This is an optimization exercise on Yosys and OpenROAD, whose aim is small area, not a production implementation. Function was checked by simulation only, so behaviour that the tests miss may differ from the original.

==> v8 <==
==> flow/design.v (excerpt) <==
module dlf_core (
   input             clk,
   input             rstn,
   input             dlf_en,
   input  [4:0]      tdc_dout,
   input  [17:0]     dlf_a2,
   input  [17:0]     dlf_a3,
   input  [17:0]     dlf_b1,
   input  [17:0]     dlf_b2,
   input  [14:0]     dlf_sdm_nc_in,
   output [15:0]     dlf_out,
   output            dlf_valid
   );
   wire        sflag;
   wire [15:0] dec_hi;
   wire [15:0] dlf_in;
   rca #(16) u_x (.a(dec_hi), .b(~{1'b0, dlf_sdm_nc_in}), .ci(1'b1), .s(dlf_in));
   decimator decimator_1 (
      .clk(clk),
      .rstn(rstn),
      .enable(dlf_en),
      .tdc(tdc_dout),
      .sflag(sflag),
      .dec_hi(dec_hi)
      );
   loop_filter loop_filter_1 (
      .clk(clk),
      .rstn(rstn),
      .start(sflag),
      .x_in(dlf_in),
      .a2(dlf_a2),
      .a3(dlf_a3),
      .b1(dlf_b1),
      .b2(dlf_b2),
      .y(dlf_out),
      .valid(dlf_valid)
      );
endmodule
==> module loop_filter, before the edit <==
module loop_filter (
   input                    clk,
   input                    rstn,
   input                    start,
   input             [15:0] x_in,
   input  signed     [17:0] a2,
   input  signed     [17:0] a3,
   input  signed     [17:0] b1,
   input  signed     [17:0] b2,
   output reg        [15:0] y,
   output                   valid
   );
   reg               run;
   reg        [3:0]  t;
   reg        [15:0] x;
   reg signed [18:0] acc;
   reg signed [13:0] s2;
   reg signed [12:0] s3;
   wire p1 = (t[3:2] == 2'b00);
   wire p3 = (t[3:2] == 2'b11);
   wire p2 = ~p1 & ~p3;
   wire first = (t == 4'd0) | (t == 4'd4) | (t == 4'd12);
   wire [2:0]  j  = t[2:0] - 3'd4;
   wire [2:0]  mB = p2 ? j : {t[1:0], 1'b1};
   wire [16:0] ye = {y, 1'b0};
   wire        xprev = ~first & x[15];
   wire [2:0]  trX0 = {x[1:0], xprev};
   wire [2:0]  trX1 = x[3:1];
   wire [2:0]  trY0 = ye[{t[1:0], 2'b00} +: 3];
   wire [2:0]  trYB = ye[{mB, 1'b0} +: 3];
   wire [2:0]  trA = p3 ? trY0 : trX0;
   wire [2:0]  trB = p1 ? trX1 : trYB;
   wire signed [18:0] mulA = p1 ? {b1[17], b1} : p2 ? {b2, 1'b0} : {a3[17], a3};
   wire signed [20:0] mulB = p2 ? {{3{a2[17]}}, a2} : {mulA, 2'b00};
   wire negA = trA[2];
   wire oneA = trA[1] ^ trA[0];
   wire twoA = trA[2] ? ~(trA[1] | trA[0]) : (trA[1] & trA[0]);
   wire negB = trB[2] ^ p2;
   wire oneB = trB[1] ^ trB[0];
   wire twoB = trB[2] ? ~(trB[1] | trB[0]) : (trB[1] & trB[0]);
   wire [21:0] mA22 = {{3{mulA[18]}}, mulA};
   wire [21:0] mB22 = {mulB[20], mulB};
   wire [21:0] ppA = oneA ? mA22 : twoA ? {mA22[20:0], 1'b0} : 22'd0;
   wire [21:0] ppB = oneB ? mB22 : twoB ? {mB22[20:0], 1'b0} : 22'd0;
   wire [21:0] rowA = ppA ^ {22{negA}};
   wire [21:0] rowB = ppB ^ {22{negB}};
   wire [21:0] acc_in = first ? 22'd0 : {{3{acc[18]}}, acc};
   wire [21:0] cs_s = acc_in ^ rowA ^ rowB;
   wire [21:0] cs_c = (acc_in & rowA) | (acc_in & rowB) | (rowA & rowB);
   wire [21:0] sum;
   rca #(22) u_sum (.a(cs_s), .b({cs_c[20:0], negA}), .ci(negB), .s(sum));
   wire [14:0] zh;
   rca #(15) u_z (.a({sum[21], sum[21:8]}), .b({s2[13], s2}), .ci(1'b0), .s(zh));
   wire [19:0] z = {zh, sum[7:3]};
   wire [15:0] ynew = (z[19:15] == 5'b00000 || z[19:15] == 5'b11111) ? z[15:0] :
                      (z[19] ? 16'h8000 : 16'h7fff);
   wire [13:0] s2new;
   rca #(14) u_s2 (.a(sum[20:7]), .b(~{s3[12], s3}), .ci(1'b1), .s(s2new));
   wire [12:0] s3new = sum[21:9];
   always @(posedge clk)
      acc <= p2 ? sum[20:2] : {sum[21], sum[21:4]};
   always @(posedge clk)
      x <= start ? x_in : p1 ? {x[3:0], x[15:4]} : {x[1:0], x[15:2]};
   assign valid = run & (t == 4'd4);
   always @(posedge clk or negedge rstn) begin
      if (!rstn) begin
         run <= 1'b0;
         t <= 4'd0;
         y <= 16'd0;
         s2 <= 14'sd0;
         s3 <= 13'sd0;
      end
      else begin
         if (start) begin
            run <= 1'b1;
            t <= 4'd0;
         end
         else if (run) begin
            t <= t + 4'd1;
            if (t == 4'd15)
               run <= 1'b0;
         end
         if (run & (t == 4'd3))
            y <= ynew;
         if (run & (t == 4'd11))
            s2 <= s2new;
         if (run & (t == 4'd15))
            s3 <= s3new;
      end
   end
endmodule
clock: 25.0 ns
lec_check: 0
abc_area: 1
cap_margin: 20
core_margin: 2
core_utilization: 85
slew_margin: 20
standard.sh (not shown) runs the stock make flow with config.mk's settings and CLKGATE_MAP_FILE= SYNTH_SCRIPT=/design/flow/synth_recipe.tcl, a recipe that flattens the netlist after the stock synthesis.
==> flow/flow/run.sh <==
#!/bin/bash
# Own flow: the standard layout (standard.sh) with two changes:
#  - the buffers that the placement step puts on the input and output ports
#    are sky130_fd_sc_hd__buf_1 instead of the placer's default buffer cell;
#  - clock tree synthesis uses clkbuf_16 buffers in clusters of up to 30
#    sinks and inserts no dummy load cells.
set -euo pipefail
export BUFFER_PORTS_ARGS="-buffer_cell sky130_fd_sc_hd__buf_1"
export CTS_ARGS="-sink_clustering_enable -repair_clock_nets -dont_use_dummy_load -buf_list sky130_fd_sc_hd__clkbuf_16 -sink_clustering_size 30 -sink_clustering_max_diameter 100"
bash standard.sh > standard.log 2>&1
==> inputs of v4, as changes to v8 <==
==> flow/design.v (replaced) <==
module decimator (
   input             clk,
   input             rstn,
   input             enable,
   input      [4:0]  tdc,         
   output            samp,        
   output reg        sflag,       
   output     [15:0] dec_hi       
   );
   reg [3:0]  cnt;
   reg [4:0]  in1;
   reg [16:0] i1, i2, j3;
   reg [16:0] r1, r2, c1;
   reg [17:0] c2;
   reg [18:0] c3;
   wire [16:0] g1 = enable ? {{12{in1[4]}}, in1} : 17'd0;
   wire [16:0] g2 = enable ? i1 : 17'd0;
   wire [16:0] g3 = enable ? i2 : 17'd0;
   assign samp = enable & (cnt == 4'd1);
   wire [16:0] j3f = samp ? 17'd0 : j3;
   wire [16:0] n1, n2, n3;
   rca #(17) u_i1 (.a(i1), .b(g1), .ci(1'b0), .s(n1));
   rca #(17) u_i2 (.a(i2), .b(g2), .ci(1'b0), .s(n2));
   rca #(17) u_i3 (.a(j3f), .b(g3), .ci(1'b0), .s(n3));
   wire [16:0] f1, f2;
   wire [17:0] v1;
   wire [18:0] v2;
   wire [19:0] dec;
   rca #(17) u_f1 (.a(j3), .b(~r1), .ci(1'b1), .s(f1));
   rca #(17) u_f2 (.a(f1), .b(~r2), .ci(1'b1), .s(f2));
   rca #(18) u_v1 (.a({f2[16], f2}), .b({c1[16], c1}), .ci(1'b0), .s(v1));
   rca #(19) u_v2 (.a({v1[17], v1}), .b({c2[17], c2}), .ci(1'b0), .s(v2));
   rca #(20) u_v3 (.a({v2[18], v2}), .b({c3[18], c3}), .ci(1'b0), .s(dec));
   always @(posedge clk or negedge rstn) begin
      if (!rstn) begin
         cnt <= 4'd0;
         sflag <= 1'b0;
         in1 <= 5'd0;
         i1 <= 17'd0;
         i2 <= 17'd0;
         j3 <= 17'd0;
         r1 <= 17'd0;
         r2 <= 17'd0;
         c1 <= 17'd0;
         c2 <= 18'd0;
         c3 <= 19'd0;
      end
      else begin
         sflag <= samp;
         if (enable) begin
            cnt <= cnt + 4'd1;
            in1 <= tdc ^ 5'h10;
         end
         i1 <= n1;
         i2 <= n2;
         j3 <= n3;
         if (samp) begin
            r1 <= j3;
            r2 <= f1;
            c1 <= f2;
            c2 <= v1;
            c3 <= v2;
         end
      end
   end
   assign dec_hi = {dec[19], dec[19:5]};
endmodule
module loop_filter (
   input                    clk,
   input                    rstn,
   input                    samp,       
   input                    start,      
   input             [15:0] dec_in,     
   input             [14:0] nc,
   input  signed     [17:0] a2,
   input  signed     [17:0] a3,
   input  signed     [17:0] b1,
   input  signed     [17:0] b2,
   output reg        [15:0] y,
   output                   valid
   );
   reg               run;
   reg        [3:0]  t;           
   reg        [15:0] x;
   reg signed [19:0] acc;
   reg signed [14:0] s2m;         
   reg signed [12:0] s3;
   wire p1 = (t[3:2] == 2'b00);
   wire p3 = (t[3:2] == 2'b11);
   wire p2 = ~p1 & ~p3;
   wire t0 = (t == 4'd0);
   wire first = t0 | (t == 4'd4) | (t == 4'd12);
   wire t3 = (t == 4'd3);
   wire t11 = (t == 4'd11);
   wire [2:0]  j  = t[2:0] - 3'd4;
   wire [2:0]  mB = p2 ? j : {t[1:0], 1'b1};
   wire [16:0] ye = {y, 1'b0};
   wire        xprev = ~first & x[15];
   wire [2:0]  trX0 = {x[1:0], xprev};
   wire [2:0]  trX1 = x[3:1];
   wire [2:0]  trY0 = ye[{t[1:0], 2'b00} +: 3];
   wire [2:0]  trYB = ye[{mB, 1'b0} +: 3];
   wire [2:0]  trA = p3 ? trY0 : trX0;
   wire [2:0]  trB = p1 ? trX1 : trYB;
   wire signed [19:0] mulA = p1 ? {{2{b1[17]}}, b1} : p2 ? {b2, 2'b00} : {{2{a3[17]}}, a3};
   wire signed [21:0] mulB = p2 ? {{3{a2[17]}}, a2, 1'b0} : {mulA, 2'b00};
   wire negA = trA[2];
   wire oneA = trA[1] ^ trA[0];
   wire twoA = trA[2] ? ~(trA[1] | trA[0]) : (trA[1] & trA[0]);
   wire negB = trB[2] ^ p2;
   wire oneB = trB[1] ^ trB[0];
   wire twoB = trB[2] ? ~(trB[1] | trB[0]) : (trB[1] & trB[0]);
   wire [22:0] mA23 = {{3{mulA[19]}}, mulA};
   wire [22:0] mB23 = {mulB[21], mulB};
   wire [22:0] ppA = oneA ? mA23 : twoA ? {mA23[21:0], 1'b0} : 23'd0;
   wire [22:0] ppB = oneB ? mB23 : twoB ? {mB23[21:0], 1'b0} : 23'd0;
   wire [22:0] rowA = ppA ^ {23{negA}};
   wire [22:0] rowB = ppB ^ {23{negB}};
   wire [22:0] acc_in = first ? {2'b00, t0, 20'd0} : {{3{acc[19]}}, acc};
   wire [14:0] kv = t3 ? s2m : t11 ? ~{{2{s3[12]}}, s3} : 15'd0;
   wire [22:0] k = {kv, 8'd0};
   wire [22:0] c1s = acc_in ^ rowA ^ rowB;
   wire [22:0] c1c = (acc_in & rowA) | (acc_in & rowB) | (rowA & rowB);
   wire [22:0] c1cs = {c1c[21:0], negA};
   wire [22:8] l2s = c1s[22:8] ^ c1cs[22:8] ^ k[22:8];
   wire [21:8] l2c = (c1s[21:8] & c1cs[21:8]) | (c1s[21:8] & k[21:8]) | (c1cs[21:8] & k[21:8]);
   wire [22:0] sum;
   rca #(23) u_sum (.a({l2s, c1s[7:0]}), .b({l2c, 1'b0, c1cs[7:0]}), .ci(negB), .s(sum));
   wire [19:0] z = sum[22:3];
   wire [15:0] ynew = (z[19:15] == 5'b00000 || z[19:15] == 5'b11111) ? z[15:0] :
                      (z[19] ? 16'h8000 : 16'h7fff);
   wire [14:0] s2new = sum[22:8];
   wire [12:0] s3new = sum[21:9];
   always @(posedge clk)
      acc <= p2 ? sum[21:2] : {sum[22], sum[22:4]};
   wire [15:0] xnc;
   rca #(16) u_x (.a(x), .b(~{1'b0, nc}), .ci(1'b1), .s(xnc));
   always @(posedge clk)
      x <= samp ? dec_in : start ? xnc : p1 ? {x[3:0], x[15:4]} : {x[1:0], x[15:2]};
   always @(posedge clk)
      t <= start ? 4'd0 : t + 4'd1;
   assign valid = run & (t == 4'd4);
   always @(posedge clk or negedge rstn) begin
      if (!rstn) begin
         run <= 1'b0;
         y <= 16'd0;
         s2m <= 15'h7fff;
         s3 <= 13'sd0;
      end
      else begin
         if (start)
            run <= 1'b1;
         else if (t == 4'd15)
            run <= 1'b0;
         if (run & t3)
            y <= ynew;
         if (run & t11)
            s2m <= s2new;
         if (run & (t == 4'd15))
            s3 <= s3new;
      end
   end
endmodule
module dlf_core (
   input             clk,
   input             rstn,
   input             dlf_en,
   input  [4:0]      tdc_dout,
   input  [17:0]     dlf_a2,
   input  [17:0]     dlf_a3,
   input  [17:0]     dlf_b1,
   input  [17:0]     dlf_b2,
   input  [14:0]     dlf_sdm_nc_in,
   output [15:0]     dlf_out,
   output            dlf_valid
   );
   wire        samp;
   wire        sflag;
   wire [15:0] dec_hi;
   decimator decimator_1 (
      .clk(clk),
      .rstn(rstn),
      .enable(dlf_en),
      .tdc(tdc_dout),
      .samp(samp),
      .sflag(sflag),
      .dec_hi(dec_hi)
      );
   loop_filter loop_filter_1 (
      .clk(clk),
      .rstn(rstn),
      .samp(samp),
      .start(sflag),
      .dec_in(dec_hi),
      .nc(dlf_sdm_nc_in),
      .a2(dlf_a2),
      .a3(dlf_a3),
      .b1(dlf_b1),
      .b2(dlf_b2),
      .y(dlf_out),
      .valid(dlf_valid)
      );
endmodule
module rca #(parameter W = 8) (
   input  [W-1:0] a,
   input  [W-1:0] b,
   input          ci,
   output [W-1:0] s
   );
   wire [W:0] c;
   assign c[0] = ci;
   genvar i;
   generate
      for (i = 0; i < W; i = i + 1) begin : bit_
         assign s[i] = a[i] ^ b[i] ^ c[i];
         assign c[i+1] = (a[i] & b[i]) | (c[i] & (a[i] ^ b[i]));
      end
   endgenerate
endmodule
CORE_UTILIZATION = 75   (was 85)
==> inputs of v39, as changes to v8 <==
--- a/flow/design.v
+++ b/flow/design.v
@@ -73,89 +73,90 @@
    input  signed     [17:0] a2,
    input  signed     [17:0] a3,
    input  signed     [17:0] b1,
    input  signed     [17:0] b2,
    output reg        [15:0] y,
    output                   valid
    );
    reg               run;
-   reg        [3:0]  t;
+   reg        [3:0]  t;           
    reg        [15:0] x;
-   reg signed [18:0] acc;
-   reg signed [13:0] s2;
+   reg signed [19:0] acc;
+   reg signed [14:0] s2m;         
    reg signed [12:0] s3;
    wire p1 = (t[3:2] == 2'b00);
    wire p3 = (t[3:2] == 2'b11);
    wire p2 = ~p1 & ~p3;
-   wire first = (t == 4'd0) | (t == 4'd4) | (t == 4'd12);
+   wire t0 = (t == 4'd0);
+   wire first = t0 | (t == 4'd4) | (t == 4'd12);
+   wire t3 = (t == 4'd3);
+   wire t11 = (t == 4'd11);
    wire [2:0]  j  = t[2:0] - 3'd4;
    wire [2:0]  mB = p2 ? j : {t[1:0], 1'b1};
    wire [16:0] ye = {y, 1'b0};
    wire        xprev = ~first & x[15];
    wire [2:0]  trX0 = {x[1:0], xprev};
    wire [2:0]  trX1 = x[3:1];
    wire [2:0]  trY0 = ye[{t[1:0], 2'b00} +: 3];
    wire [2:0]  trYB = ye[{mB, 1'b0} +: 3];
    wire [2:0]  trA = p3 ? trY0 : trX0;
    wire [2:0]  trB = p1 ? trX1 : trYB;
-   wire signed [18:0] mulA = p1 ? {b1[17], b1} : p2 ? {b2, 1'b0} : {a3[17], a3};
-   wire signed [20:0] mulB = p2 ? {{3{a2[17]}}, a2} : {mulA, 2'b00};
+   wire signed [19:0] mulA = p1 ? {{2{b1[17]}}, b1} : p2 ? {b2, 2'b00} : {{2{a3[17]}}, a3};
+   wire signed [21:0] mulB = p2 ? {{3{a2[17]}}, a2, 1'b0} : {mulA, 2'b00};
    wire negA = trA[2];
    wire oneA = trA[1] ^ trA[0];
    wire twoA = trA[2] ? ~(trA[1] | trA[0]) : (trA[1] & trA[0]);
    wire negB = trB[2] ^ p2;
    wire oneB = trB[1] ^ trB[0];
    wire twoB = trB[2] ? ~(trB[1] | trB[0]) : (trB[1] & trB[0]);
-   wire [21:0] mA22 = {{3{mulA[18]}}, mulA};
-   wire [21:0] mB22 = {mulB[20], mulB};
-   wire [21:0] ppA = oneA ? mA22 : twoA ? {mA22[20:0], 1'b0} : 22'd0;
-   wire [21:0] ppB = oneB ? mB22 : twoB ? {mB22[20:0], 1'b0} : 22'd0;
-   wire [21:0] rowA = ppA ^ {22{negA}};
-   wire [21:0] rowB = ppB ^ {22{negB}};
-   wire [21:0] acc_in = first ? 22'd0 : {{3{acc[18]}}, acc};
-   wire [21:0] cs_s = acc_in ^ rowA ^ rowB;
-   wire [21:0] cs_c = (acc_in & rowA) | (acc_in & rowB) | (rowA & rowB);
-   wire [21:0] sum;
-   rca #(22) u_sum (.a(cs_s), .b({cs_c[20:0], negA}), .ci(negB), .s(sum));
-   wire [14:0] zh;
-   rca #(15) u_z (.a({sum[21], sum[21:8]}), .b({s2[13], s2}), .ci(1'b0), .s(zh));
-   wire [19:0] z = {zh, sum[7:3]};
+   wire [22:0] mA23 = {{3{mulA[19]}}, mulA};
+   wire [22:0] mB23 = {mulB[21], mulB};
+   wire [22:0] ppA = oneA ? mA23 : twoA ? {mA23[21:0], 1'b0} : 23'd0;
+   wire [22:0] ppB = oneB ? mB23 : twoB ? {mB23[21:0], 1'b0} : 23'd0;
+   wire [22:0] rowA = ppA ^ {23{negA}};
+   wire [22:0] rowB = ppB ^ {23{negB}};
+   wire [22:0] acc_in = first ? {2'b00, t0, 20'd0} : {{3{acc[19]}}, acc};
+   wire [14:0] kv = t3 ? s2m : t11 ? ~{{2{s3[12]}}, s3} : 15'd0;
+   wire [22:0] k = {kv, 8'd0};
+   wire [22:0] c1s = acc_in ^ rowA ^ rowB;
+   wire [22:0] c1c = (acc_in & rowA) | (acc_in & rowB) | (rowA & rowB);
+   wire [22:0] c1cs = {c1c[21:0], negA};
+   wire [22:8] l2s = c1s[22:8] ^ c1cs[22:8] ^ k[22:8];
+   wire [21:8] l2c = (c1s[21:8] & c1cs[21:8]) | (c1s[21:8] & k[21:8]) | (c1cs[21:8] & k[21:8]);
+   wire [22:0] sum;
+   rca #(23) u_sum (.a({l2s, c1s[7:0]}), .b({l2c, 1'b0, c1cs[7:0]}), .ci(negB), .s(sum));
+   wire [19:0] z = sum[22:3];
    wire [15:0] ynew = (z[19:15] == 5'b00000 || z[19:15] == 5'b11111) ? z[15:0] :
                       (z[19] ? 16'h8000 : 16'h7fff);
-   wire [13:0] s2new;
-   rca #(14) u_s2 (.a(sum[20:7]), .b(~{s3[12], s3}), .ci(1'b1), .s(s2new));
+   wire [14:0] s2new = sum[22:8];
    wire [12:0] s3new = sum[21:9];
    always @(posedge clk)
-      acc <= p2 ? sum[20:2] : {sum[21], sum[21:4]};
+      acc <= p2 ? sum[21:2] : {sum[22], sum[22:4]};
    always @(posedge clk)
       x <= start ? x_in : p1 ? {x[3:0], x[15:4]} : {x[1:0], x[15:2]};
+   always @(posedge clk)
+      t <= start ? 4'd0 : t + 4'd1;
    assign valid = run & (t == 4'd4);
    always @(posedge clk or negedge rstn) begin
       if (!rstn) begin
          run <= 1'b0;
-         t <= 4'd0;
          y <= 16'd0;
-         s2 <= 14'sd0;
+         s2m <= 15'h7fff;
          s3 <= 13'sd0;
       end
       else begin
-         if (start) begin
+         if (start)
             run <= 1'b1;
-            t <= 4'd0;
-         end
-         else if (run) begin
-            t <= t + 4'd1;
-            if (t == 4'd15)
-               run <= 1'b0;
-         end
-         if (run & (t == 4'd3))
+         else if (t == 4'd15)
+            run <= 1'b0;
+         if (run & t3)
             y <= ynew;
-         if (run & (t == 4'd11))
-            s2 <= s2new;
+         if (run & t11)
+            s2m <= s2new;
          if (run & (t == 4'd15))
             s3 <= s3new;
       end
    end
 endmodule
 module dlf_core (
    input             clk,
    input             rstn,
CORE_UTILIZATION = 75   (was 85)
==> results.ini <==
[grt]
grt_pass1_vias=11660
grt_pass1_wl_um=55410

[cells_and_area]
buffers_excl_clock=122

[floorplanning]
fp.dieH_um=149.0

[outcome]
outcome=complete, no violations

the above is filed under v4

==> results.ini <==
[outcome]
outcome=complete, no violations

[grt]
grt_pass1_vias=11620
grt_pass1_wl_um=57680

[floorplanning]
fp.dieH_um=149.3

[synthesis]
yosys.area_share.adder_pct=26.37

[cells_and_area]
buffers_excl_clock=120

the above is filed under v39

==> results.ini <==
[outcome]
outcome=complete, no violations

[cells_and_area]
buffers_excl_clock=120
postLayoutCoreUtil_pct=89.85

[clock_network]
cts_resized=0

[floorplanning]
fp.dieH_um=141.1

[grt]
grt_pass1_vias=12580
grt_pass1_wl_um=62580

the above is filed under v8

## static timing again, ports no longer ideal
The flow's constraints put no driver on any port. The routed layouts listed below were extracted and timed again, unchanged, in two steps. Step 1 assumes that a clkbuf_16 drives the clock port and a buf_2 every other input. Step 2 also shifts input and output timing later by t, the mid clock arrival at the registers, as if the neighbouring blocks saw the same clock. Slacks: ideal ports / drivers / drivers and shift; pairs: ideal ports / drivers.
| run | t (ns) | setup WS [ns] | worst setup path at the end | worst data-port slew with drivers (ns) |
|---|---|---|---|---|
| v8 | 0.522 | 9.166 / 9.193 / 8.672 | input to register | 0.05 |
| v4 | 0.510 | 10.885 / 10.909 / 10.398 | input to register | 0.04 |
| v39 | 0.518 | 11.218 / 11.242 / 10.725 | input to register | 0.04 |
After both steps setup and hold are still met in every run listed. The setup slack of v8, which loses most, moves by +0.027 ns with the drivers and by -0.494 ns with both steps.
